What follows belongs to an exercise in optimizing a design on an open flow for small area; a production flow would make more cautious choices. Where RTL was checked, it was by simulation tests only, not by an equivalence proof against the original. Function not checked in runs 1 and 2: the RTL went through the layout flow alone. No driver is modelled on the clock port, so clocking that relies on it looks cheaper here than on a real chip. No activity file was given, so power comes from the tool's default toggle rates.

==> flow/design.v <==
module CPU
  ( input             clk
  , input             rst
  , output     [15:0] addr
  , input      [ 7:0] data_in
  , output     [ 7:0] data_out
  , output            rd_enable
  , output            wr_enable
  , input      [7:0]  int_pending
  , output     [7:0]  int_clear
  );
  reg [7:0]  op;       
  reg [4:0]  st;       
  reg        cb;       
  reg        intr;     
  reg        halted;
  reg        ime;
  reg [7:0]  a, b, c, d, e, h, l, w, z;
  reg [15:0] sp, pc;
  reg        zf, nf, hf, cf;
  reg        c16;      
  reg [2:0]  iq;       
  wire [1:0] p  = op[5:4];
  wire [2:0] oy = op[5:3];
  wire [2:0] oz = op[2:0];
  wire       oq = op[3];
  wire       x0 = op[7:6] == 2'd0;
  wire       x1 = op[7:6] == 2'd1;
  wire       x2 = op[7:6] == 2'd2;
  wire       x3 = op[7:6] == 2'd3;
  wire       y6 = oy == 3'd6;
  wire       z6 = oz == 3'd6;
  wire cond = (op[4] ? cf : zf) == op[3];
  wire s0  = st == 5'd0;
  wire s1  = st == 5'd1;
  wire s2  = st == 5'd2;
  wire s3  = st == 5'd3;
  wire s4  = st == 5'd4;
  wire s5  = st == 5'd5;
  wire s6  = st == 5'd6;
  wire s7  = st == 5'd7;
  wire s8  = st == 5'd8;
  wire s9  = st == 5'd9;
  wire s10 = st == 5'd10;
  wire s11 = st == 5'd11;
  wire s13 = st == 5'd13;
  wire s14 = st == 5'd14;
  wire s15 = st == 5'd15;
  wire s16 = st == 5'd16;
  wire s17 = st == 5'd17;
  wire s18 = st == 5'd18;
  wire s19 = st == 5'd19;
  wire s21 = st == 5'd21;
  wire s22 = st == 5'd22;
  wire s23 = st == 5'd23;
  wire ex = !intr & !cb;
  wire cx = cb;
  wire i_nop     = ex & op == 8'h00;
  wire i_ld16    = ex & x0 & oz == 3'd1 & !oq;
  wire i_addhl   = ex & x0 & oz == 3'd1 & oq;
  wire i_ldrra   = ex & x0 & oz == 3'd2 & !oq & !op[5];
  wire i_ldia    = ex & x0 & oz == 3'd2 & !oq & op[5];
  wire i_ldarr   = ex & x0 & oz == 3'd2 & oq & !op[5];
  wire i_ldai    = ex & x0 & oz == 3'd2 & oq & op[5];
  wire i_incdec16= ex & x0 & oz == 3'd3;
  wire i_incdec8 = ex & x0 & oz[2:1] == 2'd2 & !y6;
  wire i_incdechl= ex & x0 & oz[2:1] == 2'd2 & y6;
  wire i_ld8i    = ex & x0 & oz == 3'd6 & !y6;
  wire i_ldhli   = ex & op == 8'h36;
  wire i_rota    = ex & x0 & oz == 3'd7 & !op[5];
  wire i_daa     = ex & op == 8'h27;
  wire i_cpl     = ex & op == 8'h2f;
  wire i_scf     = ex & op == 8'h37;
  wire i_ccf     = ex & op == 8'h3f;
  wire i_ldnsp   = ex & op == 8'h08;
  wire i_jr      = ex & op == 8'h18;
  wire i_jrcc    = ex & x0 & oz == 3'd0 & op[5];
  wire i_halt    = ex & op == 8'h76;
  wire i_ldrr    = ex & x1 & !y6 & !z6;
  wire i_ldrhl   = ex & x1 & z6 & !y6;
  wire i_ldhlr   = ex & x1 & y6 & !z6;
  wire i_alur    = ex & x2 & !z6;
  wire i_aluhl   = ex & x2 & z6;
  wire i_retcc   = ex & x3 & oz == 3'd0 & !op[5];
  wire i_ldhw    = ex & op == 8'he0;
  wire i_addsp   = ex & op == 8'he8;
  wire i_ldhr    = ex & op == 8'hf0;
  wire i_ldhlsp  = ex & op == 8'hf8;
  wire i_pop     = ex & x3 & oz == 3'd1 & !oq;
  wire i_ret     = ex & x3 & oz == 3'd1 & oq & !op[5];
  wire i_jphl    = ex & op == 8'he9;
  wire i_ldsphl  = ex & op == 8'hf9;
  wire i_jpcc    = ex & x3 & oz == 3'd2 & !op[5];
  wire i_ldca    = ex & op == 8'he2;
  wire i_ldnna   = ex & op == 8'hea;
  wire i_ldac    = ex & op == 8'hf2;
  wire i_ldann   = ex & op == 8'hfa;
  wire i_jp      = ex & op == 8'hc3;
  wire i_cbp     = ex & op == 8'hcb;
  wire i_diei    = ex & x3 & op[5:4] == 2'd3 & oz == 3'd3;
  wire i_callcc  = ex & x3 & oz == 3'd4 & !op[5];
  wire i_push    = ex & x3 & oz == 3'd5 & !oq;
  wire i_call    = ex & op == 8'hcd;
  wire i_alun    = ex & x3 & oz == 3'd6;
  wire i_rst     = ex & x3 & oz == 3'd7;
  wire i_bad     = ex & (op == 8'h10 | op == 8'hd3 | op == 8'hdb | op == 8'hdd |
                   op == 8'he3 | op == 8'he4 | op == 8'heb | op == 8'hec |
                   op == 8'hed | op == 8'hf4 | op == 8'hfc | op == 8'hfd);
  wire k_rot  = cx & x0;
  wire k_bit  = cx & x1;
  wire k_res  = cx & x2;
  wire k_set  = cx & x3;
  wire k_reg  = cx & !z6 & s7;           
  wire k_rhl  = cx & z6 & s9;            
  wire k_whl  = cx & z6 & !x1 & s13;     
  wire g_jp   = i_jp | i_jpcc;
  wire g_call = i_call | i_callcc;
  wire g_jr   = i_jr | i_jrcc;
  wire g_imm8 = i_ld8i | g_jr | i_alun | i_ldhw | i_ldhr | i_addsp |
                i_ldhlsp | i_cbp;
  wire g_imm16 = g_jp | g_call | i_ldnna | i_ldann | i_ldnsp;
  wire alu8   = (i_alur & s3) | ((i_aluhl | i_alun) & s5);
  wire incdec = (i_incdec8 & s3) | (i_incdechl & s5);
  wire fetch = !intr & s1;
  wire rd_c =
      fetch |
      (s5 & (i_ld16 | i_ldarr | i_ldai | i_incdechl | i_ldrhl | i_aluhl |
             i_pop | i_ret | i_ldac | g_imm8 | g_imm16)) |
      ((s6 | s7 | s10 | s11) & i_ld16) |
      (s7 & i_ldhli) |
      (s8 & g_jp) |
      (s9 & (i_ld16 | i_ldnsp | i_pop | i_ret | g_call | i_ldnna | i_ldann |
             i_ldhr)) |
      (s13 & i_ldann) |
      k_rhl;
  wire wr_c =
      (s5 & (i_ldrra | i_ldia | i_ldhlr | i_ldca)) |
      (s9 & (i_incdechl | i_ldhli | i_push | i_rst | i_ldhw)) |
      (s13 & (i_push | i_rst | i_ldnna | i_ldnsp)) |
      (s17 & (g_call | i_ldnsp)) |
      (s21 & g_call) |
      k_whl |
      (intr & (s14 | s18));
  wire g_imm8n = g_imm8 & !i_cbp;
  wire pc_lo = fetch | (s6 & (g_imm8n | g_imm16)) | (s10 & (g_imm16 | i_ldhli)) |
               ((s7 | s11) & i_ld16) | (s5 & i_cbp);
  wire pc_hi = s0 | (s2 & !i_jphl & !intr) | (s7 & (g_imm8n | g_imm16)) |
               (s11 & (g_imm16 | i_ldhli)) | (s8 & i_ld16) | (cx & s6);
  wire sp_dlo = ((s6 | s10) & (i_push | i_rst)) | ((s14 | s18) & g_call) |
                (intr & (s6 | s15));
  wire sp_dhi = ((s7 | s11) & (i_push | i_rst)) | ((s15 | s19) & g_call) |
                (intr & (s7 | s16));
  wire sp_ilo = (s6 | s10) & (i_pop | i_ret);
  wire sp_ihi = (s7 | s11) & (i_pop | i_ret);
  wire rr_lo = s6 & i_incdec16;
  wire rr_hi = s7 & i_incdec16;
  wire hl_lo = s6 & (i_ldia | i_ldai);
  wire hl_hi = s7 & (i_ldia | i_ldai);
  wire wz_lo = s14 & i_ldnsp;
  wire wz_hi = s15 & i_ldnsp;
  wire pr_lo = s10 & g_jr;
  wire pr_hi = s11 & g_jr;
  wire sp_rel = s8 & (i_addsp | i_ldhlsp);
  wire sr_hi  = s9 & (i_addsp | i_ldhlsp);
  wire pcl_z = (s14 & (g_jp | i_ret)) | (s22 & g_call);
  wire pch_w = (s15 & (g_jp | i_ret)) | (s23 & g_call);
  wire pcl_l = s2 & i_jphl;
  wire pch_h = s3 & i_jphl;
  wire pcl_v = (s14 & i_rst) | (intr & s19 & any_int);
  wire pch_0 = (s15 & i_rst) | (intr & s17);
  wire spl_l = s6 & i_ldsphl;
  wire sph_h = s7 & i_ldsphl;
  wire lo_step = pc_lo | sp_dlo | sp_ilo | rr_lo | hl_lo | wz_lo | pr_lo | sp_rel;
  wire hi_step = pc_hi | sp_dhi | sp_ihi | rr_hi | hl_hi | wz_hi | pr_hi | sr_hi;
  wire dec_lo  = sp_dlo | (rr_lo & oq) | (hl_lo & op[4]);
  wire dec_hi  = sp_dhi | (rr_hi & oq) | (hl_hi & op[4]);
  wire inc_lo  = pc_lo | sp_ilo | (rr_lo & !oq) | (hl_lo & !op[4]) | wz_lo;
  wire ab_sp  = ((s5 | s9) & (i_pop | i_ret)) | ((s9 | s13) & (i_push | i_rst)) |
                ((s17 | s21) & g_call) | intr;
  wire ab_hl  = (s5 & (i_ldai | i_incdechl | i_ldrhl | i_aluhl | i_ldia |
                       i_ldhlr)) |
                (s9 & (i_incdechl | i_ldhli)) | k_rhl | k_whl;
  wire ab_bc  = s5 & (i_ldrra | i_ldarr) & !op[4];
  wire ab_de  = s5 & (i_ldrra | i_ldarr) & op[4];
  wire ab_wz  = (s13 & (i_ldnna | i_ldann | i_ldnsp)) | (s17 & i_ldnsp);
  wire ab_ffc = s5 & (i_ldca | i_ldac);
  wire ab_ffz = s9 & (i_ldhw | i_ldhr);
  wire ab_pc  = !(ab_sp | ab_hl | ab_bc | ab_de | ab_wz | ab_ffc | ab_ffz);
  wire rs_oz  = (s3 & (i_ldrr | i_alur)) | (s5 & i_ldhlr) | k_reg;
  wire rs_oy  = s3 & i_incdec8;
  wire rs_a   = (s5 & (i_ldrra | i_ldia | i_ldca)) | (s9 & i_ldhw) |
                (s13 & i_ldnna) | (s3 & i_rota);
  wire rs_phi = (s7 & i_addhl) | (s9 & i_push);    
  wire rs_plo = (s4 & i_addhl) | (s13 & i_push);   
  wire [2:0] rs_idx = rs_oz ? oz : rs_oy ? oy : rs_a ? 3'd7 :
                      {p, rs_plo};
  wire rs_en  = rs_oz | rs_oy | rs_a | ((rs_phi | rs_plo) & p != 2'd3);
  wire rs_p3  = (rs_phi | rs_plo) & p == 2'd3;
  wire rb_b = (rs_en & rs_idx == 3'd0) | (rr_hi & p == 2'd0);
  wire rb_c = (rs_en & rs_idx == 3'd1) | (rr_lo & p == 2'd0);
  wire rb_d = (rs_en & rs_idx == 3'd2) | (rr_hi & p == 2'd1);
  wire rb_e = (rs_en & rs_idx == 3'd3) | (rr_lo & p == 2'd1);
  wire rb_h = (rs_en & rs_idx == 3'd4) | (rr_hi & p == 2'd2) | hl_hi | pch_h |
              sph_h;
  wire rb_l = (rs_en & rs_idx == 3'd5) | (rr_lo & p == 2'd2) | hl_lo | pcl_l |
              spl_l;
  wire rb_a = (rs_en & rs_idx == 3'd7) | (rs_p3 & rs_phi & i_push);
  wire rb_f   = rs_p3 & rs_plo & i_push;
  wire rb_sph = (rs_p3 & rs_phi & i_addhl) | (s17 & i_ldnsp) | sp_dhi | sp_ihi |
                sr_hi | (rr_hi & p == 2'd3);
  wire rb_spl = (rs_p3 & rs_plo & i_addhl) | (s13 & i_ldnsp) | sp_dlo | sp_ilo |
                sp_rel | (rr_lo & p == 2'd3);
  wire rb_pch = (s17 & g_call) | (s9 & i_rst) | (intr & s14) | pc_hi | pr_hi;
  wire rb_pcl = (s21 & g_call) | (s13 & i_rst) | (intr & s18) | pc_lo | pr_lo;
  wire rb_z   = (s9 & (i_incdechl | i_ldhli)) | k_whl | wz_lo | pcl_z;
  wire rb_w   = wz_hi | pch_w;
  wire rb_v   = pcl_v;
  wire rb_din = rd_c & !pc_lo;
  wire [7:0] rbus =
      ({8{rb_b}} & b) | ({8{rb_c}} & c) | ({8{rb_d}} & d) | ({8{rb_e}} & e) |
      ({8{rb_h}} & h) | ({8{rb_l}} & l) | ({8{rb_a}} & a) |
      ({8{rb_f}} & {zf, nf, hf, cf, 4'h0}) |
      ({8{rb_sph}} & sp[15:8]) | ({8{rb_spl}} & sp[7:0]) |
      ({8{rb_pch}} & pc[15:8]) | ({8{rb_pcl}} & pc[7:0]) |
      ({8{rb_z}} & z) | ({8{rb_w}} & w) | ({8{rb_v}} & vec) |
      ({8{rb_din}} & data_in);
  wire        any_int = !(iq[2] & iq[1]);
  wire [2:0]  iidx = iq;
  wire [7:0]  vec = {1'b0, intr, intr ? iidx : oy, 3'b000};
  wire [15:0] abus =
      ({16{ab_pc}} & pc) | ({16{ab_sp}} & sp) |
      ({16{ab_hl}} & {h, l}) | ({16{ab_bc}} & {b, c}) |
      ({16{ab_de}} & {d, e}) | ({16{ab_wz}} & {w, z}) |
      ({16{ab_ffc}} & {8'hff, c}) | ({16{ab_ffz}} & {8'hff, z});
  wire a_arith = !oy[2] | (oy == 3'd7);
  wire a_sub   = (oy[2:1] == 2'd1) | (oy == 3'd7);
  wire x_a  = alu8 | (s3 & (i_daa | i_cpl));
  wire x_l  = s4 & i_addhl;
  wire x_h  = s7 & i_addhl;
  wire x_ff = (incdec & op[0]) | dec_lo | dec_hi;
  wire x_z  = pr_lo | sp_rel;
  wire x_sx = (pr_hi | sr_hi) & z[7];
  wire x_m  = (k_rhl | k_reg) & (k_bit | k_set);
  wire x_nm = (k_rhl | k_reg) & k_res;
  wire [7:0] mask = 8'd1 << oy;
  wire [7:0] xop = ({8{x_a}} & a) | ({8{x_l}} & l) | ({8{x_h}} & h) |
                   (mask & {8{x_m}}) | (~mask & {8{x_nm}}) | ({8{x_z}} & z) |
                   {8{x_ff | x_sx}};
  wire daa_lo = nf ? hf : (hf | (a[3:0] > 4'h9));
  wire daa_hi = nf ? cf : (cf | (a > 8'h99));
  wire [7:0] daa_k = nf ? {daa_lo | daa_hi, daa_lo & !daa_hi, daa_lo ^ daa_hi,
                           daa_lo, daa_lo, 1'b0, daa_lo, 1'b0}
                        : {1'b0, daa_hi, daa_hi, 1'b0, 1'b0, daa_lo, daa_lo, 1'b0};
  wire daa_s = s3 & i_daa;
  wire r_sum = (alu8 & a_arith) | incdec | x_l | x_h | daa_s | lo_step | hi_step;
  wire r_and = (alu8 & oy == 3'd4) | x_nm | ((k_rhl | k_reg) & k_bit);
  wire r_xor = (alu8 & oy == 3'd5) | (s3 & i_cpl);
  wire r_sh  = (s3 & i_rota) | ((k_rhl | k_reg) & k_rot);
  wire c_inv = (alu8 & a_sub) | (s3 & i_cpl);
  wire c_sub = (alu8 & a_sub) | (incdec & op[0]);
  wire adc_sbc = alu8 & oy[0] & !oy[2];
  wire cin_one = (alu8 & a_sub & !adc_sbc) | (incdec & !op[0]) | inc_lo;
  wire cin_cf  = (adc_sbc & !a_sub) | x_h;
  wire cin_ncf = adc_sbc & a_sub;
  wire c_cin = cin_one | (cin_cf & cf) | (cin_ncf & !cf) | (hi_step & c16);
  wire [7:0] yop = (rbus | ({8{daa_s}} & daa_k)) ^ {8{c_inv}};
  wire [8:0] carry;
  wire [7:0] sum;
  assign carry[0] = c_cin;
  genvar gi;
  generate
    for (gi = 0; gi < 8; gi = gi + 1) begin : g_add8
      assign sum[gi] = xop[gi] ^ yop[gi] ^ carry[gi];
      assign carry[gi+1] = (xop[gi] & yop[gi]) | (xop[gi] & carry[gi]) |
                           (yop[gi] & carry[gi]);
    end
  endgenerate
  wire c4 = carry[4];
  wire c8 = carry[8];
  wire lin   = (oy == 3'd0 & rbus[7]) | (oy == 3'd2 & cf);
  wire rin   = (oy == 3'd1 & rbus[0]) | (oy == 3'd3 & cf) |
               (oy == 3'd5 & rbus[7]);
  wire sh_sw = r_sh & oy == 3'd6;
  wire sh_l  = r_sh & !oy[0] & !sh_sw;
  wire sh_r  = r_sh & oy[0];
  wire shc   = oy[0] ? rbus[0] : (rbus[7] & !sh_sw);
  wire r_or = !(r_sum | r_and | r_xor | r_sh);
  wire [7:0] res = ({8{r_sum}} & sum) | ({8{r_and | r_or}} & (xop & yop)) |
                   ({8{r_xor | r_or}} & (xop ^ yop)) |
                   ({8{sh_l}} & {rbus[6:0], lin}) |
                   ({8{sh_r}} & {rin, rbus[7:1]}) |
                   ({8{sh_sw}} & {rbus[3:0], rbus[7:4]});
  wire zres = ~|res;
  wire pop_af = s5 & i_pop & p == 2'd3;
  wire f_alu  = alu8 | incdec | x_l | x_h;         
  wire f_shift = r_sh;
  wire f_bit  = (k_rhl | k_reg) & k_bit;
  wire f_scf  = s3 & (i_scf | i_ccf);
  wire f_cpl  = s3 & i_cpl;
  wire we_zf = alu8 | incdec | f_shift | f_bit | daa_s | pop_af | sp_rel;
  wire we_nf = alu8 | incdec | x_l | x_h | f_shift | f_bit | f_scf | f_cpl |
               pop_af | sp_rel;
  wire we_hf = we_nf | daa_s;
  wire we_cf = alu8 | x_l | x_h | f_shift | daa_s | f_scf | pop_af | sp_rel;
  wire z_keep = !(s3 & i_rota) & !sp_rel & !pop_af;
  wire h_alu  = f_alu & !(alu8 & !a_arith);
  wire h_one  = (f_alu & alu8 & !a_arith & oy == 3'd4) | f_bit | f_cpl;
  wire c_alu  = (alu8 & a_arith) | x_l | x_h;
  wire c_set  = f_scf & i_scf;
  wire c_inv_f = f_scf & !i_scf;
  wire d_zf = (zres & z_keep) | (pop_af & data_in[7]);
  wire d_nf = c_sub | f_cpl | (pop_af & data_in[6]);
  wire d_hf = (h_alu & (c4 ^ c_sub)) | h_one | (pop_af & data_in[5]) |
              (sp_rel & c4);
  wire d_cf = (c_alu & (c8 ^ c_sub)) |
              (f_shift & shc) | (daa_s & daa_hi) |
              c_set | (c_inv_f & !cf) | (pop_af & data_in[4]) |
              (sp_rel & c8);
  wire wd_oy = (s5 & (i_ld8i | i_ldrhl)) | (s3 & (i_ldrr | i_incdec8));
  wire wd_oz = k_reg & !k_bit;
  wire wd_a  = (alu8 & oy != 3'd7) | (s3 & (i_daa | i_cpl | i_rota)) |
               (s5 & (i_ldarr | i_ldai | i_ldac)) | (s9 & i_ldhr) |
               (s13 & i_ldann);
  wire wd_plo = (s5 & (i_ld16 | i_pop));           
  wire wd_phi = (s9 & (i_ld16 | i_pop));           
  wire [2:0] wd_idx = wd_oy ? oy : wd_oz ? oz : wd_a ? 3'd7 : {p, wd_plo};
  wire wd_en = wd_oy | wd_oz | wd_a | ((wd_plo | wd_phi) & p != 2'd3);
  wire wd_p3 = (wd_plo | wd_phi) & p == 2'd3;
  wire we_b = (wd_en & wd_idx == 3'd0) | (rr_hi & p == 2'd0);
  wire we_c = (wd_en & wd_idx == 3'd1) | (rr_lo & p == 2'd0);
  wire we_d = (wd_en & wd_idx == 3'd2) | (rr_hi & p == 2'd1);
  wire we_e = (wd_en & wd_idx == 3'd3) | (rr_lo & p == 2'd1);
  wire we_h = (wd_en & wd_idx == 3'd4) | x_h | (rr_hi & p == 2'd2) | hl_hi |
              (sr_hi & i_ldhlsp);
  wire we_l = (wd_en & wd_idx == 3'd5) | x_l | (rr_lo & p == 2'd2) | hl_lo |
              (sp_rel & i_ldhlsp);
  wire we_a = (wd_en & wd_idx == 3'd7) | (wd_p3 & wd_phi & i_pop);
  wire we_sph = (wd_p3 & wd_phi & i_ld16) | sp_dhi | sp_ihi | (rr_hi & p == 2'd3) |
                (sr_hi & i_addsp) | sph_h;
  wire we_spl = (wd_p3 & wd_plo & i_ld16) | sp_dlo | sp_ilo | (rr_lo & p == 2'd3) |
                (sp_rel & i_addsp) | spl_l;
  wire we_pcl = pc_lo | pr_lo | pcl_z | pcl_l | pcl_v;
  wire we_pch = pc_hi | pr_hi | pch_w | pch_h | pch_0;
  wire we_z = (rd_c & !pc_lo & (st[2] | cb)) | wz_lo;
  wire we_w = (rd_c & !pc_lo & st[3] & !st[2]) | wz_hi;
  assign addr      = abus;
  assign data_out  = rbus;
  assign rd_enable = rd_c;
  assign wr_enable = wr_c;
  wire   iclr = intr & s19 & any_int;
  assign int_clear = {3'b000, iclr & iidx == 3'd4, iclr & iidx == 3'd3,
                      iclr & iidx == 3'd2, iclr & iidx == 3'd1,
                      iclr & iidx == 3'd0};
  wire int_go = !intr && st == 5'd0 && ime && (|int_pending);
  wire c_end =
      (s3 & (i_nop | i_incdec8 | i_rota | i_daa | i_cpl | i_scf | i_ccf |
             i_ldrr | i_halt | i_alur | i_jphl | i_diei)) |
      (s7 & (i_ldrra | i_ldia | i_ldarr | i_ldai | i_incdec16 | i_addhl |
             i_ld8i | i_ldrhl | i_ldhlr | i_aluhl | i_ldca | i_ldac | i_alun |
             i_ldsphl | ((i_jrcc | i_retcc) & !cond))) |
      (s11 & (i_ld16 | i_incdechl | i_ldhli | g_jr | i_pop | i_ldhw | i_ldhr |
              i_ldhlsp | ((i_jpcc | i_callcc) & !cond))) |
      (s15 & (i_push | i_rst | i_ret | g_jp | i_ldnna | i_ldann | i_addsp)) |
      (s19 & (i_ldnsp | intr)) |
      (s23 & g_call) |
      (cx & ((!z6 & s7) | (z6 & x1 & s11) | (z6 & !x1 & s15)));
  wire c_jmp4 = s7 & i_retcc & cond;
  wire c_hold = s2 & i_bad;
  wire c_opld = fetch | (s5 & i_cbp);
  wire c_cbset = s5 & i_cbp;
  wire c_halt  = s3 & i_halt;
  wire c_di_ei = s3 & i_diei;
  wire c_reti  = s7 & i_ret & op[4];
  always @(posedge clk) begin
    iq <= int_pending[0] ? 3'd0 : int_pending[1] ? 3'd1 : int_pending[2] ? 3'd2 :
          int_pending[3] ? 3'd3 : int_pending[4] ? 3'd4 : 3'd7;
    if (rst) begin
      st <= 5'd0;
      cb <= 1'b0;
      intr <= 1'b0;
      halted <= 1'b0;
      ime <= 1'b0;
    end else begin
      if (halted && (|int_pending)) halted <= 1'b0;
      if (c_halt) halted <= 1'b1;
      if (int_go) ime <= 1'b0;
      else if (c_di_ei) ime <= op[3];
      else if (c_reti) ime <= 1'b1;
      if (st == 5'd0) begin
        if (int_go) begin
          intr <= 1'b1;
          st <= 5'd1;
        end else if (!halted) begin
          st <= 5'd1;
        end
      end else if (c_end) begin
        st <= 5'd0;
        cb <= 1'b0;
        intr <= 1'b0;
      end else if (c_jmp4) begin
        st <= 5'd4;
      end else if (!c_hold) begin
        st <= st + 5'd1;
      end
      if (c_cbset) cb <= 1'b1;
    end
  end
  always @(posedge clk) begin
    if (c_opld) op <= data_in;
    else if (c_jmp4) op <= (op | 8'h09) & 8'hef;
  end
  always @(posedge clk) begin
    if (rst) begin
      a <= 8'h00; b <= 8'h00; c <= 8'h00; d <= 8'h00;
      e <= 8'h00; h <= 8'h00; l <= 8'h00;
      sp <= 16'h0000; pc <= 16'h0000;
      zf <= 1'b0; nf <= 1'b0; hf <= 1'b0; cf <= 1'b0;
    end else begin
      if (we_a) a <= res;
      if (we_b) b <= res;
      if (we_c) c <= res;
      if (we_d) d <= res;
      if (we_e) e <= res;
      if (we_h) h <= res;
      if (we_l) l <= res;
      if (we_sph) sp[15:8] <= res;
      if (we_spl) sp[7:0] <= res;
      if (we_pch) pc[15:8] <= res;
      if (we_pcl) pc[7:0] <= res;
      if (we_zf) zf <= d_zf;
      if (we_nf) nf <= d_nf;
      if (we_hf) hf <= d_hf;
      if (we_cf) cf <= d_cf;
    end
  end
  always @(posedge clk) begin
    if (we_w) w <= res;
    if (we_z) z <= res;
    c16 <= lo_step & c8 & !rst;
  end
endmodule
==> flow/flow/run.sh <==
#!/bin/bash
# Own layout flow: the standard ORFS flow with these changes.
#  - Synthesis maps the logic with an area-oriented ABC script
#    (flow/abc_area.script) instead of ORFS's delay-oriented one. Registers
#    are mapped before ABC runs, so they come out as in the standard synthesis.
#  - Clock tree synthesis uses clkbuf_8 buffers and no dummy loads.
#  - EXTRA_MAKE_ARGS (set below) passes further ORFS variables.
# Each tool writes its log under orfs/logs; make's own output goes to
# own_flow.log in the work folder.
set -euo pipefail
W=$(pwd)
F=$W/flow
{
  echo "proc abc {args} {"
  echo "  set i [lsearch -exact \$args -script]"
  echo "  if {\$i >= 0} { lset args [expr {\$i + 1}] $F/abc_area.script }"
  echo "  yosys abc {*}\$args"
  echo "}"
  cat "$W/synth_recipe.tcl"
} > "$W/own_synth.tcl"
EXTRA_MAKE_ARGS=""
sed "s|SYNTH_SCRIPT=[^ ]*|SYNTH_SCRIPT=$W/own_synth.tcl $EXTRA_MAKE_ARGS|" "$W/standard.sh" > "$W/own_standard.sh"
grep -q "SYNTH_SCRIPT=$W/own_synth.tcl" "$W/own_standard.sh"
export CTS_ARGS="-sink_clustering_enable -repair_clock_nets -dont_use_dummy_load -buf_list sky130_fd_sc_hd__clkbuf_8"
export BUFFER_PORTS_ARGS="-buffer_cell sky130_fd_sc_hd__buf_1"
bash "$W/own_standard.sh" finish > "$W/own_flow.log" 2>&1
==> flow/flow/abc_area.script <==
&get -n
&st
&dch -f
&nf -R 1000
&st
&dch -f
&nf -R 1000
&put
topo
stime -c
==> flow/standard.sh <==
#!/bin/bash
# synth_recipe.tcl (not shown) runs the flow's synth.tcl, then flattens the netlist and writes it again
# the make line also repeats each setting of config.mk as NAME=value (left out here)
make -C /OpenROAD-flow-scripts/flow DESIGN_CONFIG=/design/flow/config.mk WORK_HOME=/design/flow/orfs CLKGATE_MAP_FILE= SYNTH_SCRIPT=/design/flow/synth_recipe.tcl "${@:-finish}"
==> flow/config.mk <==
export PLATFORM = sky130hd
export DESIGN_NAME = CPU
export DESIGN_NICKNAME = CPU
export VERILOG_FILES = /design/flow/design.v
export SDC_FILE = /design/flow/constraint.sdc
export NUM_CORES = 8
export LEC_CHECK = 0
export CAP_MARGIN = 20
export CORE_MARGIN = 2
export CORE_UTILIZATION = 30
export SLEW_MARGIN = 20
==> flow/constraint.sdc <==
create_clock -name core_clock -period 10.0 [get_ports {clk}]
set_input_delay 2.0000 -clock core_clock [delete_from_list [all_inputs] [get_ports {clk}]]
set_output_delay 2.0000 -clock core_clock [all_outputs]
set_load 0.01 [all_outputs]
==> flow_summary.toml, run 1 <==
[outcome]
status = "complete, no violations"

[critical_path]
critPathRequiredTime_ps = 10340
path_buf_inv = 4
crit_top_cell = "fa_1"
critPathTopFamily = "adder cells"
arrival_ps = 9820
reg2reg_depth = 30
critical_path.max_stage_delay_ps = 600
critPathMaxFanout = 13
endpoint_kind = "flip-flop"
worst_setup_path_start_kind = "flip-flop"
worst-path-stages = 30
crit_slowest_cell = "nor3_1"
crit_type = "reg2reg"

[cts]
cts-buffers-inserted = 17
clkSinkCount = 129
clk_pin_slew_worst_paths_ps = 80
cts_htree_levels = 4
clk_latency_ps = 460
ctsResizeCount = 0
clockRootBuffer = "clkbuf_8"
post_cts_buffers = 0
cts_tree = "built"
cts_max_path_buffers = 2
ctsHoldBuffers = 0

[timing]
slew_headroom_pct = 17.1
period_share_pct = 94.8
fin_skew_ps = 40.0
tightest_slew_ps = 1240
rsz0062_at_grt = "no"
slew_violations = 0
worst_slack_ps = 524
setup_viol = 0
max_freq_mhz = 106
setup_tns_ps = 0
fin_crit_ps = 9480
final-hold-violation-count = 0

[yosys]
ys_types = 60
synth_top_area_share_pct = 23.3
ys_seq_elements = 129
syn_area_um2 = 9030
synth-edff-count = 24
yosys.area.top_type = "dfxtp_1"
syn_avg_cell_area_um2 = 7.32
async_reset_ff_share_pct = 0
synth-main-ff-cell = "dfxtp_1"
synth_warnings = 1
postSynthCellCount = 1234
seq_area_frac_synth_pct = 31.3
synthTopCellsByArea = "dfxtp_1 23%, nor2_1 11%, edfxtp_1 8.0%, nand2_1 6.6%, nor3_1 6.4%"

[detailed_routing]
first_pass_iters = 10
via_per_inst = 6.48
routed_wl_mm = 47.7
drtIter0Drc = 1964
drc = 0
wire_per_inst_um = 27.4
num_vias = 11300
antenna_left = 0

[floorplan]
die_h_um = 177
die_area_um2 = 31500
io_pins = 52
placementRows = 63
core_area_um2 = 29600
die_w_um = 177
initial_core_util_pct = 30.5

[global_route]
grt_pass1_wl_mm = 70.9
grt_pass1_vias = 10800
gr-usage-all-layers_pct = 30.3
grt_max_degree = 73
antenna_found_initial = 1
grt_overflow = 0

[placed_design]
io_buffers = 48
hpwl_mm = 36.5
place_ws_ps = 727
gp_congestion = 1.03
dp_cells = 1725

[power]
vdd_drop_max_uv = 67.3
leakagePower_nw = 3.79
power.density_nw_per_um2 = 132
finalPower_w = 0.00137

[final_layout]
area_growth_pct = 14.5
final_cell_mix = "272 x nor2_1, 159 x nand2_1, 113 x nor3_1"
final_core_util_pct = 34.9
final_common_cell = "nor2_1"
stdcell_count = 1742
num_antenna_cells = 0
drive_gt1_share_pct = 5.55
nNetsFinal = 1395

[worst_hold_path]
holdPathStages = 2
hold_class = "reg2reg"

[run]
maxCapViolCount = 0
[report_power, final]
part | switching, W | internal, W | total, W
sequential | 0.0000308 | 0.000558 | 0.000589
combinational | 0.000312 | 0.000124 | 0.000436
clock | 0.000195 | 0.000149 | 0.000344
[registers in the layout, summed over array words and instances (netlist names), 5 cells and up]
name / count
a: 8
b: 8
c: 8
d: 8
e: 8
h: 8
l: 8
op: 8
pc: 16
sp: 16
st: 5
w: 8
z: 8
[logic make-up after synthesis]
| kind of cell | count (synthesis) | synth area share [%] |
|---|---|---|
| AO/OA/AOI/OAI | 294 | 24.1 |
| multiplexers | 6 | 0.665 |
| buffers and inverters | 29 | 1.33 |
| other | 1 | 0.0415 |
| flip-flops | 129 | 31.3 |
| AND/OR/NAND/NOR | 739 | 37.4 |
| adder cells (fa/ha/maj) | 23 | 3.85 |
| XOR/XNOR | 13 | 1.26 |
[metal layers]
metal  GRT usage [%]  routed length, µm  vias to the layer above
met1            39.5              19000                     5383
li1                -                  -                     4936
met3            6.04               5000                      183
met5               0                 13                        -
met4            16.1               2880                        2
met2            47.2              20900                      789
[through the flow]
step	cell area [µm²]	hold WS [ps]
floorplan	9030	444
global placement	10100	469
detailed placement	10100	502
CTS	10300	512
global route	10300	544
finish	10300	516
[area by class of cell]
class / instances / area, µm²
clock buffers: 17 / 234
multi-input cells: 1078 / 6110
repair buffers: 102 / 589
fillers: 3279 / 19300
well taps: 390 / 488
flip-flops and latches: 129 / 2820
inverters: 26 / 97.6
[cell usage after synthesis (5+ instances only)]
library cell  instances
dfxtp_1             105
nor3_1              115
o21ai_0              32
and4_1                5
clkinv_1             26
a221oi_1             18
nor4_1               14
xor2_1                8
a222oi_1             36
o211ai_1              7
nor2b_1              23
a41oi_1               6
or3_1                 5
a21oi_1              57
and3_1               15
a22oi_1              41
nand3_1              58
or2_0                10
a211oi_1             18
mux2i_1               6
xnor2_1               5
a221o_1              18
nand4_1              25
fa_1                  8
nor2_1              272
nand3b_1              9
edfxtp_1             24
nand2_1             159
a31oi_1               8
ha_1                 15
nand2b_1              8
o22ai_1              11
and2_0                8
[worst min-delay path, stage by stage, from the launching register on]
cell	delay [ps]
dfxtp_1	350
nand2_1	70
a21oi_1	50
[final timing paths]
path,from,to,slack (ps)
worst max-delay path,op[6],zf,520
worst min-delay path,st[1],st[1],520
worst max register to register,op[6],zf,520
worst min register to register,st[1],st[1],520
==> inputs of run 2 (changes only) <==
--- a/flow/flow/run.sh
+++ b/flow/flow/run.sh
@@ -22,5 +22,5 @@
 sed "s|SYNTH_SCRIPT=[^ ]*|SYNTH_SCRIPT=$W/own_synth.tcl $EXTRA_MAKE_ARGS|" "$W/standard.sh" > "$W/own_standard.sh"
 grep -q "SYNTH_SCRIPT=$W/own_synth.tcl" "$W/own_standard.sh"
 export CTS_ARGS="-sink_clustering_enable -repair_clock_nets -dont_use_dummy_load -buf_list sky130_fd_sc_hd__clkbuf_8"
-export BUFFER_PORTS_ARGS="-buffer_cell sky130_fd_sc_hd__buf_1"
+
 bash "$W/own_standard.sh" finish > "$W/own_flow.log" 2>&1
==> run 2 against run 1 <==
  * Fmax increased by 0.70%
  * Sequential share of layout area fell by 0.68 points
  * Utilization grew 0.89 points
  * Total power increased by 1.4%
  * Wire length is 1.3% lower
  * Clock skew is 3.5 ps lower
==> flow_summary.toml, run 2 <==
[yosys]
ys_top_cells_by_count = "272 x nor2_1, 159 x nand2_1, 115 x nor3_1"
synthTopCellsByArea = "dfxtp_1 23%, nor2_1 11%, edfxtp_1 8.0%, nand2_1 6.6%, nor3_1 6.4%"
synth-xor-area-share_pct = 1.26
synth_top_area_share_pct = 23.3
synth_top_family_by_area = "simple AND/OR/NAND/NOR gates"
synth_warnings = 1
yosysMostFrequentCell = "nor2_1"
muxShareOfSynthArea_pct = 0.665
synth-compound-area-share_pct = 24.1
ys_seq_elements = 129
seq_area_frac_synth_pct = 31.3
ys_types = 60
postSynthCellCount = 1234
async_reset_ff_share_pct = 0
synth-main-ff-cell = "dfxtp_1"
yosys.area.top_type = "dfxtp_1"
synth_fa_ha_area_share_pct = 3.85
synth-edff-count = 24
syn_avg_cell_area_um2 = 7.32
syn_area_um2 = 9030
yosys.area_share.simple_pct = 37.4

[critical_path]
worst_setup_path_start_kind = "flip-flop"
critPathTopFamily = "adder cells"
crit_slowest_cell = "o21ai_0"
arrival_ps = 9740
critPathMaxFanout = 13
critPathRequiredTime_ps = 10330
endpoint_kind = "flip-flop"
crit_top_cell = "fa_1"
crit_type = "reg2reg"
critical_path.max_stage_delay_ps = 610
path_buf_inv = 4

[cts]
clkSinkCount = 129
cts_max_path_buffers = 2
post_cts_buffers = 0
clk_latency_ps = 460
cts-buffers-inserted = 17
cts_tree = "built"
clk_pin_slew_worst_paths_ps = 70
cts_htree_levels = 4
clockRootBuffer = "clkbuf_8"

[final_layout]
final_common_cell = "nor2_1"
drive_gt1_share_pct = 5.27
top_regs = "pc (16), sp (16)"
nNetsFinal = 1391
area_growth_pct = 17.5
final_cell_mix = "272 x nor2_1, 158 x nand2_1, 114 x nor3_1"

[floorplan]
die_w_um = 177
io_pins = 52
placementRows = 63
die_area_um2 = 31500
core_area_um2 = 29600
initial_core_util_pct = 30.5
die_h_um = 177

[global_route]
grt_overflow = 0
grt_use_met1_pct = 38.7
grt.busiest_layer = "met2"
grt_pass1_wl_mm = 70.1
use_met2_pct = 46.8
antenna_found_initial = 2
gr-usage-all-layers_pct = 29.9
grtUsageMet3_pct = 5.76
grt_pass1_vias = 10700
grt_max_degree = 67

[timing]
final-hold-violation-count = 0
setup_tns_ps = 0
setup_viol = 0
rsz0062_at_grt = "no"
slew_headroom_pct = 29.5
fin_crit_ps = 9410
fin_skew_ps = 36.5
max_freq_mhz = 106
worst_slack_ps = 590
period_share_pct = 94.1
tightest_slew_ps = 1060
slew_violations = 0

[outcome]
status = "complete, no violations"

[run]
maxCapViolCount = 0

[detailed_routing]
drc = 0
antenna_left = 0
via_per_inst = 6.54
drtIter0Drc = 2231
wire_per_inst_um = 27.1
first_pass_iters = 9
routed_wl_mm = 47.1
num_vias = 11400

[power]
vdd_drop_max_uv = 75.1
switchingPower_w = 0.000529
power_frac_clock_pct = 24.4
power.density_nw_per_um2 = 131
p_int_w = 0.000859
leakagePower_nw = 3.89
p_sw_share_pct = 38.1
combinationalPowerShare_pct = 33.3
pwr-share-seq_pct = 42.3

[worst_hold_path]
hold_class = "reg2reg"

[placed_design]
place_ws_ps = 802
hpwl_mm = 36.1
gp_congestion = 1.06
io_buffers = 48
## run 2: path summary, 6_finish.rpt
path,start,end,slack (ps),cells after the start
hold / removal,halted,halted,510,2
hold reg to reg,halted,halted,510,2
setup reg to reg,op[6],zf,590,29
setup / recovery,op[6],zf,590,29
## run 2: cell families after synthesis
| logic type | count (synthesis) |
|---|---|
| fa+ha+maj | 23 |
| compound gates | 294 |
| xor+xnor | 13 |
| other cells | 1 |
| buf+inv | 29 |
| flops | 129 |
| mux | 6 |
| simple gates | 739 |
## run 2: metrics by stage
| step | power [W] | cell area, µm² | util (%) | instances | hold slack (ps) |
|---|---|---|---|---|---|
| 3_3_place_gp | 0.00104 | 10400 | 35.0 | 1721 | 472 |
| 3_5_place_dp | 0.00104 | 10400 | 35.0 | 1721 | 486 |
| 6_report | 0.00139 | 10600 | 35.8 | 1739 | 514 |
| 5_1_grt | 0.00144 | 10600 | 35.8 | 1738 | 542 |
| 4_1_cts | 0.00138 | 10600 | 35.8 | 1738 | 502 |
| 2_1_floorplan | 0.000825 | 9030 | - | 1236 | 444 |
## run 2: area by class of cell
type / count / area [µm²]
antenna: 1 / 2.50
clock buffer: 17 / 234
fill: 3189 / 19000
inverter: 26 / 97.6
multi-input combinational: 1078 / 6100
sequential: 129 / 2820
tap: 390 / 488
timing repair buffer: 98 / 853
## run 2: timing repair
action / in CTS / in global routing
hold buffers: 0 / 0
gates resized for setup: 0 / 1
endpoints found under the setup margin: 0 / 1
## run 2: power groups by stage
stage	Sequential (W)	Clock, W	Combinational [W]
floorplan	0.000588	0	0.000236
global placement	0.000597	0	0.000448
detailed placement	0.000597	0	0.000447
CTS	0.000586	0.000344	0.000449
global route	0.000589	0.000364	0.000490
finish	0.000587	0.000339	0.000462
## run 2: layer usage
metal / share of wire, % / vias to the layer above
li1: - / 4928
met1: 39 / 5343
met2: 44 / 894
met3: 11 / 200
met4: 6.6 / 0
met5: 0 / -
## run 2: tightest hold or removal path, stage by stage, from the launching register on
cell,delay [ps]
dfxtp_1,340
a21oi_1,60
nor2_1,80
==> inputs of run 3 (changes only) <==
--- a/flow/design.v
+++ b/flow/design.v
@@ -175,35 +175,40 @@
   wire dec_lo  = sp_dlo | (rr_lo & oq) | (hl_lo & op[4]);
   wire dec_hi  = sp_dhi | (rr_hi & oq) | (hl_hi & op[4]);
   wire inc_lo  = pc_lo | sp_ilo | (rr_lo & !oq) | (hl_lo & !op[4]) | wz_lo;
-  wire ab_sp  = ((s5 | s9) & (i_pop | i_ret)) | ((s9 | s13) & (i_push | i_rst)) |
-                ((s17 | s21) & g_call) | intr;
-  wire ab_hl  = (s5 & (i_ldai | i_incdechl | i_ldrhl | i_aluhl | i_ldia |
-                       i_ldhlr)) |
-                (s9 & (i_incdechl | i_ldhli)) | k_rhl | k_whl;
-  wire ab_bc  = s5 & (i_ldrra | i_ldarr) & !op[4];
-  wire ab_de  = s5 & (i_ldrra | i_ldarr) & op[4];
-  wire ab_wz  = (s13 & (i_ldnna | i_ldann | i_ldnsp)) | (s17 & i_ldnsp);
-  wire ab_ffc = s5 & (i_ldca | i_ldac);
-  wire ab_ffz = s9 & (i_ldhw | i_ldhr);
-  wire ab_pc  = !(ab_sp | ab_hl | ab_bc | ab_de | ab_wz | ab_ffc | ab_ffz);
+  wire ns1    = !s1;
+  wire ab_sp  = (ns1 & (i_pop | i_ret | i_push | i_rst)) | (g_call & st[4]) | intr;
+  wire ab_hl  = (ns1 & (i_ldai | i_ldia | i_incdechl | i_ldrhl | i_aluhl |
+                        i_ldhlr)) | (i_ldhli & st[3]) | (cx & z6);
+  wire ab_wz  = ((i_ldnna | i_ldann | i_ldnsp) & st[3] & st[2]) |
+                (i_ldnsp & st[4]) | (ns1 & (i_ldrra | i_ldarr));
+  wire ab_ffz = ((i_ldhw | i_ldhr) & st[3]) | (ns1 & (i_ldca | i_ldac));
+  wire ab_pc  = !(ab_sp | ab_hl | ab_wz | ab_ffz);
+  wire g_rra = i_ldrra | i_ldarr;
+  wire cp_z  = s3 & (g_rra | i_ldca | i_ldac);
+  wire cp_w  = s4 & g_rra;
+  wire ah_clo = s3 & i_addhl;
+  wire ah_chi = s6 & i_addhl;
+  wire ah_lo  = s4 & i_addhl;
+  wire ah_hi  = s7 & i_addhl;
   wire rs_oz  = (s3 & (i_ldrr | i_alur)) | (s5 & i_ldhlr) | k_reg;
   wire rs_oy  = s3 & i_incdec8;
   wire rs_a   = (s5 & (i_ldrra | i_ldia | i_ldca)) | (s9 & i_ldhw) |
                 (s13 & i_ldnna) | (s3 & i_rota);
-  wire rs_phi = (s7 & i_addhl) | (s9 & i_push);    
-  wire rs_plo = (s4 & i_addhl) | (s13 & i_push);   
+  wire rs_phi = ah_chi | (s9 & i_push);            
+  wire rs_plo = ah_clo | (s13 & i_push);           
   wire [2:0] rs_idx = rs_oz ? oz : rs_oy ? oy : rs_a ? 3'd7 :
                       {p, rs_plo};
   wire rs_en  = rs_oz | rs_oy | rs_a | ((rs_phi | rs_plo) & p != 2'd3);
   wire rs_p3  = (rs_phi | rs_plo) & p == 2'd3;
-  wire rb_b = (rs_en & rs_idx == 3'd0) | (rr_hi & p == 2'd0);
-  wire rb_c = (rs_en & rs_idx == 3'd1) | (rr_lo & p == 2'd0);
-  wire rb_d = (rs_en & rs_idx == 3'd2) | (rr_hi & p == 2'd1);
-  wire rb_e = (rs_en & rs_idx == 3'd3) | (rr_lo & p == 2'd1);
+  wire rb_b = (rs_en & rs_idx == 3'd0) | (rr_hi & p == 2'd0) | (cp_w & !op[4]);
+  wire rb_c = (rs_en & rs_idx == 3'd1) | (rr_lo & p == 2'd0) |
+              (cp_z & (!op[4] | !g_rra));
+  wire rb_d = (rs_en & rs_idx == 3'd2) | (rr_hi & p == 2'd1) | (cp_w & op[4]);
+  wire rb_e = (rs_en & rs_idx == 3'd3) | (rr_lo & p == 2'd1) | (cp_z & op[4] & g_rra);
   wire rb_h = (rs_en & rs_idx == 3'd4) | (rr_hi & p == 2'd2) | hl_hi | pch_h |
-              sph_h;
+              sph_h | ah_hi;
   wire rb_l = (rs_en & rs_idx == 3'd5) | (rr_lo & p == 2'd2) | hl_lo | pcl_l |
-              spl_l;
+              spl_l | ah_lo;
   wire rb_a = (rs_en & rs_idx == 3'd7) | (rs_p3 & rs_phi & i_push);
   wire rb_f   = rs_p3 & rs_plo & i_push;
   wire rb_sph = (rs_p3 & rs_phi & i_addhl) | (s17 & i_ldnsp) | sp_dhi | sp_ihi |
@@ -229,21 +234,18 @@
   wire [7:0]  vec = {1'b0, intr, intr ? iidx : oy, 3'b000};
   wire [15:0] abus =
       ({16{ab_pc}} & pc) | ({16{ab_sp}} & sp) |
-      ({16{ab_hl}} & {h, l}) | ({16{ab_bc}} & {b, c}) |
-      ({16{ab_de}} & {d, e}) | ({16{ab_wz}} & {w, z}) |
-      ({16{ab_ffc}} & {8'hff, c}) | ({16{ab_ffz}} & {8'hff, z});
+      ({16{ab_hl}} & {h, l}) | ({16{ab_wz}} & {w, z}) |
+      ({16{ab_ffz}} & {8'hff, z});
   wire a_arith = !oy[2] | (oy == 3'd7);
   wire a_sub   = (oy[2:1] == 2'd1) | (oy == 3'd7);
   wire x_a  = alu8 | (s3 & (i_daa | i_cpl));
-  wire x_l  = s4 & i_addhl;
-  wire x_h  = s7 & i_addhl;
   wire x_ff = (incdec & op[0]) | dec_lo | dec_hi;
-  wire x_z  = pr_lo | sp_rel;
+  wire x_z  = pr_lo | sp_rel | ah_lo | ah_hi;
   wire x_sx = (pr_hi | sr_hi) & z[7];
   wire x_m  = (k_rhl | k_reg) & (k_bit | k_set);
   wire x_nm = (k_rhl | k_reg) & k_res;
   wire [7:0] mask = 8'd1 << oy;
-  wire [7:0] xop = ({8{x_a}} & a) | ({8{x_l}} & l) | ({8{x_h}} & h) |
+  wire [7:0] xop = ({8{x_a}} & a) |
                    (mask & {8{x_m}}) | (~mask & {8{x_nm}}) | ({8{x_z}} & z) |
                    {8{x_ff | x_sx}};
   wire daa_lo = nf ? hf : (hf | (a[3:0] > 4'h9));
@@ -252,7 +254,7 @@
                            daa_lo, daa_lo, 1'b0, daa_lo, 1'b0}
                         : {1'b0, daa_hi, daa_hi, 1'b0, 1'b0, daa_lo, daa_lo, 1'b0};
   wire daa_s = s3 & i_daa;
-  wire r_sum = (alu8 & a_arith) | incdec | x_l | x_h | daa_s | lo_step | hi_step;
+  wire r_sum = (alu8 & a_arith) | incdec | ah_lo | ah_hi | daa_s | lo_step | hi_step;
   wire r_and = (alu8 & oy == 3'd4) | x_nm | ((k_rhl | k_reg) & k_bit);
   wire r_xor = (alu8 & oy == 3'd5) | (s3 & i_cpl);
   wire r_sh  = (s3 & i_rota) | ((k_rhl | k_reg) & k_rot);
@@ -260,7 +262,7 @@
   wire c_sub = (alu8 & a_sub) | (incdec & op[0]);
   wire adc_sbc = alu8 & oy[0] & !oy[2];
   wire cin_one = (alu8 & a_sub & !adc_sbc) | (incdec & !op[0]) | inc_lo;
-  wire cin_cf  = (adc_sbc & !a_sub) | x_h;
+  wire cin_cf  = (adc_sbc & !a_sub) | ah_hi;
   wire cin_ncf = adc_sbc & a_sub;
   wire c_cin = cin_one | (cin_cf & cf) | (cin_ncf & !cf) | (hi_step & c16);
   wire [7:0] yop = (rbus | ({8{daa_s}} & daa_k)) ^ {8{c_inv}};
@@ -292,20 +294,20 @@
                    ({8{sh_sw}} & {rbus[3:0], rbus[7:4]});
   wire zres = ~|res;
   wire pop_af = s5 & i_pop & p == 2'd3;
-  wire f_alu  = alu8 | incdec | x_l | x_h;         
+  wire f_alu  = alu8 | incdec | ah_lo | ah_hi;         
   wire f_shift = r_sh;
   wire f_bit  = (k_rhl | k_reg) & k_bit;
   wire f_scf  = s3 & (i_scf | i_ccf);
   wire f_cpl  = s3 & i_cpl;
   wire we_zf = alu8 | incdec | f_shift | f_bit | daa_s | pop_af | sp_rel;
-  wire we_nf = alu8 | incdec | x_l | x_h | f_shift | f_bit | f_scf | f_cpl |
+  wire we_nf = alu8 | incdec | ah_lo | ah_hi | f_shift | f_bit | f_scf | f_cpl |
                pop_af | sp_rel;
   wire we_hf = we_nf | daa_s;
-  wire we_cf = alu8 | x_l | x_h | f_shift | daa_s | f_scf | pop_af | sp_rel;
+  wire we_cf = alu8 | ah_lo | ah_hi | f_shift | daa_s | f_scf | pop_af | sp_rel;
   wire z_keep = !(s3 & i_rota) & !sp_rel & !pop_af;
   wire h_alu  = f_alu & !(alu8 & !a_arith);
   wire h_one  = (f_alu & alu8 & !a_arith & oy == 3'd4) | f_bit | f_cpl;
-  wire c_alu  = (alu8 & a_arith) | x_l | x_h;
+  wire c_alu  = (alu8 & a_arith) | ah_lo | ah_hi;
   wire c_set  = f_scf & i_scf;
   wire c_inv_f = f_scf & !i_scf;
   wire d_zf = (zres & z_keep) | (pop_af & data_in[7]);
@@ -330,9 +332,9 @@
   wire we_c = (wd_en & wd_idx == 3'd1) | (rr_lo & p == 2'd0);
   wire we_d = (wd_en & wd_idx == 3'd2) | (rr_hi & p == 2'd1);
   wire we_e = (wd_en & wd_idx == 3'd3) | (rr_lo & p == 2'd1);
-  wire we_h = (wd_en & wd_idx == 3'd4) | x_h | (rr_hi & p == 2'd2) | hl_hi |
+  wire we_h = (wd_en & wd_idx == 3'd4) | ah_hi | (rr_hi & p == 2'd2) | hl_hi |
               (sr_hi & i_ldhlsp);
-  wire we_l = (wd_en & wd_idx == 3'd5) | x_l | (rr_lo & p == 2'd2) | hl_lo |
+  wire we_l = (wd_en & wd_idx == 3'd5) | ah_lo | (rr_lo & p == 2'd2) | hl_lo |
               (sp_rel & i_ldhlsp);
   wire we_a = (wd_en & wd_idx == 3'd7) | (wd_p3 & wd_phi & i_pop);
   wire we_sph = (wd_p3 & wd_phi & i_ld16) | sp_dhi | sp_ihi | (rr_hi & p == 2'd3) |
@@ -341,8 +343,8 @@
                 (sp_rel & i_addsp) | spl_l;
   wire we_pcl = pc_lo | pr_lo | pcl_z | pcl_l | pcl_v;
   wire we_pch = pc_hi | pr_hi | pch_w | pch_h | pch_0;
-  wire we_z = (rd_c & !pc_lo & (st[2] | cb)) | wz_lo;
-  wire we_w = (rd_c & !pc_lo & st[3] & !st[2]) | wz_hi;
+  wire we_z = (rd_c & !pc_lo & (st[2] | cb)) | wz_lo | cp_z | ah_clo | ah_chi;
+  wire we_w = (rd_c & !pc_lo & st[3] & !st[2]) | wz_hi | cp_w;
   assign addr      = abus;
   assign data_out  = rbus;
   assign rd_enable = rd_c;
@@ -409,29 +411,23 @@
     if (c_opld) op <= data_in;
     else if (c_jmp4) op <= (op | 8'h09) & 8'hef;
   end
+  wire [7:0] resr = res & {8{!rst}};
   always @(posedge clk) begin
-    if (rst) begin
-      a <= 8'h00; b <= 8'h00; c <= 8'h00; d <= 8'h00;
-      e <= 8'h00; h <= 8'h00; l <= 8'h00;
-      sp <= 16'h0000; pc <= 16'h0000;
-      zf <= 1'b0; nf <= 1'b0; hf <= 1'b0; cf <= 1'b0;
-    end else begin
-      if (we_a) a <= res;
-      if (we_b) b <= res;
-      if (we_c) c <= res;
-      if (we_d) d <= res;
-      if (we_e) e <= res;
-      if (we_h) h <= res;
-      if (we_l) l <= res;
-      if (we_sph) sp[15:8] <= res;
-      if (we_spl) sp[7:0] <= res;
-      if (we_pch) pc[15:8] <= res;
-      if (we_pcl) pc[7:0] <= res;
-      if (we_zf) zf <= d_zf;
-      if (we_nf) nf <= d_nf;
-      if (we_hf) hf <= d_hf;
-      if (we_cf) cf <= d_cf;
-    end
+    if (we_a | rst) a <= resr;
+    if (we_b | rst) b <= resr;
+    if (we_c | rst) c <= resr;
+    if (we_d | rst) d <= resr;
+    if (we_e | rst) e <= resr;
+    if (we_h | rst) h <= resr;
+    if (we_l | rst) l <= resr;
+    if (we_sph | rst) sp[15:8] <= resr;
+    if (we_spl | rst) sp[7:0] <= resr;
+    if (we_pch | rst) pc[15:8] <= resr;
+    if (we_pcl | rst) pc[7:0] <= resr;
+    if (we_zf | rst) zf <= d_zf & !rst;
+    if (we_nf | rst) nf <= d_nf & !rst;
+    if (we_hf | rst) hf <= d_hf & !rst;
+    if (we_cf | rst) cf <= d_cf & !rst;
   end
   always @(posedge clk) begin
     if (we_w) w <= res;
==> flow/flow/run.sh (replaced) <==
#!/bin/bash
# Own layout flow: the standard ORFS flow with these changes.
#  - Synthesis maps the logic with several area-oriented ABC scripts
#    (flow/abc_*.script, some with ABC's SAT-based &deepsyn resynthesis)
#    instead of ORFS's delay-oriented one, and keeps the smallest mapping
#    (flow/abc_pick.tcl). Adders are left to ABC too (no full-adder cell
#    extraction). Registers are mapped before ABC runs, so they come out as
#    in the standard synthesis.
#  - Port buffers are buf_1 cells.
#  - Clock tree synthesis uses clkbuf_8 buffers and no dummy loads; then
#    each leaf clock buffer is shrunk to clkbuf_2 or clkbuf_4 where the
#    clock pins it drives keep a slew under 100 ps (flow/shrink_clk.tcl).
#  - After global routing, cells off the critical paths are downsized
#    (ORFS's RECOVER_POWER).
# Each tool writes its log under orfs/logs; make's own output goes to
# own_flow.log in the work folder.
set -euo pipefail
W=$(pwd)
export OWN_FLOW_DIR=$W/flow
cat "$W/flow/abc_pick.tcl" "$W/synth_recipe.tcl" > "$W/own_synth.tcl"
sed "s|SYNTH_SCRIPT=[^ ]*|SYNTH_SCRIPT=$W/own_synth.tcl ADDER_MAP_FILE= RECOVER_POWER=100|" "$W/standard.sh" > "$W/own_standard.sh"
grep -q "SYNTH_SCRIPT=$W/own_synth.tcl" "$W/own_standard.sh"
export CTS_ARGS="-sink_clustering_enable -repair_clock_nets -dont_use_dummy_load -buf_list sky130_fd_sc_hd__clkbuf_8"
export POST_CTS_TCL="$W/flow/shrink_clk.tcl"
export BUFFER_PORTS_ARGS="-buffer_cell sky130_fd_sc_hd__buf_1"
bash "$W/own_standard.sh" finish > "$W/own_flow.log" 2>&1
==> flow/flow/abc_1.script (new file) <==
&get -n
&st
&dch -f
&nf -R 1000
&st
&deepsyn -I 1 -T 90 -S 2
&dch -f
&nf -R 1000
&st
&dch -f
&nf -R 1000
&put
topo
stime -c
==> flow/flow/abc_2.script (new file) <==
&get -n
&st
&dch -f
&nf -R 1000
&st
&deepsyn -I 1 -T 90 -S 3
&dch -f
&nf -R 1000
&st
&dch -f
&nf -R 1000
&put
topo
stime -c
==> flow/flow/abc_3.script (new file) <==
&get -n
&st
&dch -f
&nf -R 1000
&st
&deepsyn -I 1 -T 90 -S 5
&dch -f
&nf -R 1000
&st
&dch -f
&nf -R 1000
&put
topo
stime -c
==> flow/flow/abc_4.script (new file) <==
&get -n
&st
&dch -f
&nf -R 1000
&st
&deepsyn -I 1 -T 90 -S 7
&dch -f
&nf -R 1000
&st
&dch -f
&nf -R 1000
&put
topo
stime -c
==> flow/flow/abc_5.script (new file) <==
&get -n
&st
&dch -f
&nf -R 1000
&st
&deepsyn -I 1 -T 90 -S 8
&dch -f
&nf -R 1000
&st
&dch -f
&nf -R 1000
&put
topo
stime -c
==> flow/flow/abc_6.script (new file) <==
&get -n
&st
&dch -f
&nf -R 1000
&st
&dch -f
&nf -R 1000
&st
&dch -f
&nf -R 1000
&put
topo
stime -c
==> flow/flow/abc_7.script (new file) <==
&get -n
&st
&dch -f
&nf -R 1000
&st
&syn2
&dch -f
&nf -R 1000
&st
&dch -f
&nf -R 1000
&st
&syn2
&dch -f
&nf -R 1000
&st
&dch -f
&nf -R 1000
&put
topo
stime -c
==> flow/flow/abc_pick.tcl (new file) <==
# Sourced before synth_recipe.tcl. Wraps yosys's abc command: the logic is
# mapped with each of the area-oriented ABC scripts flow/abc_<n>.script, and
# the mapping with the smallest cell area is kept. Registers are mapped
# before abc runs, so they are the same whichever mapping is kept.
proc abc {args} {
  set scripts [lsort [glob $::env(OWN_FLOW_DIR)/abc_*.script]]
  set i [lsearch -exact $args -script]
  set j [lsearch -exact $args -liberty]
  set lib [lindex $args [expr {$j + 1}]]
  yosys design -save own_pre_abc
  set best_area ""
  set best ""
  foreach sc $scripts {
    yosys design -load own_pre_abc
    set a $args
    lset a [expr {$i + 1}] $sc
    yosys abc {*}$a
    set f $::env(OWN_FLOW_DIR)/../own_abc_area.txt
    yosys tee -q -o $f stat -liberty $lib
    set fh [open $f r]
    set txt [read $fh]
    close $fh
    regexp {Chip area for module '[^']*': ([0-9.]+)} $txt -> area
    puts "own flow: ABC script [file tail $sc] gives cell area $area"
    if {$best_area eq "" || $area < $best_area} {
      set best_area $area
      set best $sc
      yosys design -save own_best_abc
    }
  }
  yosys design -load own_best_abc
  puts "own flow: kept ABC script [file tail $best], cell area $best_area"
}
==> flow/flow/shrink_clk.tcl (new file) <==
proc own_clk_pin_slew {net} {
  set worst 0.0
  foreach pin [get_pins -of_objects $net -filter "direction==input"] {
    set s [get_property $pin slew_max]
    if {$s > $worst} { set worst $s }
  }
  return $worst
}

proc own_shrink_clock_buffers {limit cells} {
  estimate_parasitics -placement
  set changed 0
  foreach inst [get_cells clkbuf_*] {
    set name [get_full_name $inst]
    set out [get_nets -of_objects [get_pins $name/X]]
    # leaf buffers only: all loads are register clock pins
    set leaf 1
    foreach pin [get_pins -of_objects $out -filter "direction==input"] {
      if {[get_property $pin is_clock] == 0 && ![string match */CLK [get_full_name $pin]]} { set leaf 0 }
    }
    if {!$leaf} { continue }
    set orig [get_property $inst ref_name]
    foreach cell $cells {
      if {$cell eq $orig} { break }
      replace_cell $name $cell
      estimate_parasitics -placement
      if {[own_clk_pin_slew $out] <= $limit} {
        incr changed
        break
      }
      replace_cell $name $orig
      estimate_parasitics -placement
    }
  }
  puts "own flow: resized $changed leaf clock buffers"
}

own_shrink_clock_buffers 0.100 {sky130_fd_sc_hd__clkbuf_2 sky130_fd_sc_hd__clkbuf_4}
--- a/flow/config.mk
+++ b/flow/config.mk
@@ -8,4 +8,6 @@
 export CAP_MARGIN = 20
 export CORE_MARGIN = 2
 export CORE_UTILIZATION = 30
+export GPL_TIMING_DRIVEN = 0
+export PLACE_DENSITY = 0.75
 export SLEW_MARGIN = 20
removed: flow/flow/abc_area.script
==> run 3 against run 2 <==
  * The layout now fails its checks (capacitance limit, slew limit)
  * Critical path type unchanged
  * First-iteration DRC count fell by 24%
  * Synthesized area fell by 10%
  * Setup slack got worse by 86 ps
  * Non-clock buffer count fell by 31
  * Final cell count fell by 24%
  * Register-to-register slack got worse by 90 ps
  * Sequential share of layout area rose by 15 points
  * Cell area fell by 15%
  * Fmax fell by 0.91%
  * Global-route usage fell by 4.7 points
  * Clock power fell by 22%
  * Critical endpoint is now zf
  * Count of clock-buffer cells in the layout did not move
==> flow_summary.toml, run 3 <==
[outcome]
status = "failed layout checks"
failed_checks = "capacitance limit, slew limit"

[final_layout]
regArea_um2 = 3740
drive_gt1_share_pct = 3.69
top_regs = "pc (16), sp (16)"
final_cell_mix = "142 x nand2_1, 116 x edfxtp_1, 105 x nor2_1"
nNetsFinal = 996
num-fill-cells = 2764
multi_input_area_um2 = 4320
final_common_cell = "nand2_1"
final_core_util_pct = 33.7
stdcell_count = 1319
area_growth_pct = 11.2

[timing]
slew_violations = 50
max_freq_mhz = 105
tightest_slew_ps = 2000
fin_skew_ps = 65.4
fin_crit_ps = 9500
final-hold-violation-count = 0
fin_hold_ws_ps = 488
slew_headroom_pct = -34.6
setup_tns_ps = 0
rsz0062_at_grt = "no"
setup_viol = 0
period_share_pct = 95.0

[floorplan]
initial_core_util_pct = 30.3
placementRows = 60
die_area_um2 = 28400
io_pins = 52
die_h_um = 169
die_w_um = 169
core_area_um2 = 26800

[power]
p_int_w = 0.000932
vdd_drop_max_uv = 123
p_sw_share_pct = 37.0
combinationalPowerShare_pct = 29.5
switchingPower_w = 0.000547
power.density_nw_per_um2 = 164
leakagePower_nw = 2.91
power_frac_clock_pct = 17.9
pwr-share-seq_pct = 52.6

[detailed_routing]
drtIter0Drc = 1689
via_per_inst = 6.75
wire_per_inst_um = 27.8
first_pass_iters = 7
routed_wl_mm = 36.7
num_vias = 8908
drc = 0
antenna_left = 0

[global_route]
grt_use_met1_pct = 31.5
use_met2_pct = 39.5
grtUsageMet3_pct = 6.59
grt_overflow = 0
antenna_found_initial = 1
grt_max_degree = 30
gr-usage-all-layers_pct = 25.2
grt_pass1_wl_mm = 53.3
grt_pass1_vias = 8303
grt.busiest_layer = "met2"

[placed_design]
io_buffers = 48
dp_cells = 1296
hpwl_mm = 26.7
gp_congestion = 1.07

[yosys]
postSynthCellCount = 893
synth-main-ff-cell = "edfxtp_1"
synthTopCellsByArea = "edfxtp_1 43%, nand2_1 6.6%, nor2_1 4.9%, a222oi_1 3.4%, o21ai_0 3.4%"
ys_seq_elements = 129
synth-edff-count = 116
synth_top_area_share_pct = 42.9
syn_avg_cell_area_um2 = 9.10
yosysMostFrequentCell = "nand2_1"
ys_types = 56
yosys.area.top_type = "edfxtp_1"
ys_top_cells_by_count = "143 x nand2_1, 116 x edfxtp_1, 106 x nor2_1"
syn_area_um2 = 8130
async_reset_ff_share_pct = 0
synth_warnings = 1
seq_area_frac_synth_pct = 46.1

[critical_path]
regToRegSetupSlack_ps = 500
crit_slowest_cell = "edfxtp_1"
crit_top_cell = "nand2_1"
worstReg2RegEnd = "zf"
worst-path-stages = 31
path_buf_inv = 2
critical_path.max_stage_delay_ps = 1050
cp-startpoint = "op[0]"
worst_setup_path_start_kind = "flip-flop"
critPathMaxFanout = 26
crit_type = "reg2reg"
critPathTopFamily = "simple AND/OR/NAND/NOR gates"
endpoint_kind = "flip-flop"
critPathRequiredTime_ps = 10200
r2r-start = "op[0]"
reg2reg_depth = 31
arrival_ps = 9690
endpoint = "zf"

[run]
maxCapViolCount = 4

[cts]
clkSinkCount = 129
clk_pin_slew_worst_paths_ps = 110
cts_tree = "built"
clk_latency_ps = 430

[worst_hold_path]
hold_class = "reg2reg"
run 3: cell types whose count changed in the layout (fill, tap and decap cells not counted), moves of 18 or more:
cell	before	now
clkdlybuf4s50_1	47	0
dfxtp_1	105	13
edfxtp_1	24	116
nor2_1	272	105
a21oi_1	57	39
o21ai_0	31	51
buf_4	51	8
nor3_1	114	34
buf_1	0	47
a22oi_1	41	17
run 3: kinds of logic after synthesis:
kind of cell	count (synthesis)	share of synthesized area, %
flops	129	46.1
compound gates	272	24.2
fa+ha+maj	2	0.246
xor+xnor	14	1.51
buf+inv	23	1.20
simple gates	444	25.7
mux	8	1.00
other cells	1	0.0462
run 3: cell type report:
class	count	share of cell area, %
tap	341	4.72
sequential	129	41.4
antenna	2	0.0554
clock buffer	17	1.77
buffer	3	0.249
timing repair buffer	64	3.07
inverter	20	0.831
multi-input combinational	743	47.9
run 3: power by group through the flow:
| stage | clock network, W | logic, W | registers, W |
|---|---|---|---|
| 2_1_floorplan | 0 | 0.000248 | 0.000758 |
| 3_3_place_gp | 0 | 0.000399 | 0.000783 |
| 3_5_place_dp | 0 | 0.000411 | 0.000786 |
| 5_1_grt | 0.000290 | 0.000457 | 0.000782 |
| 6_report | 0.000265 | 0.000436 | 0.000778 |
run 3: routing by layer:
layer / vias to the layer above / wire (µm)
li1: 3708 / -
met1: 4168 / 13000
met2: 840 / 16200
met3: 192 / 5160
met4: 0 / 2320
met5: - / 0
run 3: per-stage QoR:
step,worst slack [ps],area [µm²],power (W)
final,503,9030,0.00148
after global routing,85.0,9030,0.00153
after detailed placement,-188,8880,0.00120
after global placement,-460,8740,0.00118
after floorplan,2520,8130,0.00101
run 3: worst min path at each step:
stage	startpoint	to	slack [ps]	depth (start not counted)
2_1_floorplan	halted	halted	440	2
3_3_place_gp	halted	halted	460	2
3_5_place_dp	halted	halted	490	2
5_1_grt	halted	halted	510	2
6_report	halted	halted	490	2
run 3: worst register-to-register path: cells and delay by family, from the launching register on:
family	cells	cell delay (ps)
mux	1	370
compound gates	8	2540
fa+ha+maj	2	820
simple gates	17	4050
xor+xnor	1	290
flops	1	1050
buf+inv	2	180

-- what the ideal ports hide --
No port has a modelled driver above. Below, the same layouts with a new extraction and two added sets of constraints. Step 1: set_driving_cell puts a clkbuf_16 on clk and a buf_2 on each other input, an assumption about the parent block. Step 2 times the ports against the registers' clock, not the clock port: input delays grow and output delays shrink by t, the midpoint of the rising clock arrivals with the driver on. a / b / c = ideal / step 1 / step 2; a / b = the first two.
| run | t, ns | setup WS [ns] | worst setup path after step 2 |
|---|---|---|---|
| run 1 | 0.484 | 0.524 / 0.524 / 0.524 | register to register |
| run 2 | 0.483 | 0.590 / 0.590 / 0.590 | register to register |
| run 3 | 0.440 | 0.503 / 0.503 / 0.503 | register to register |
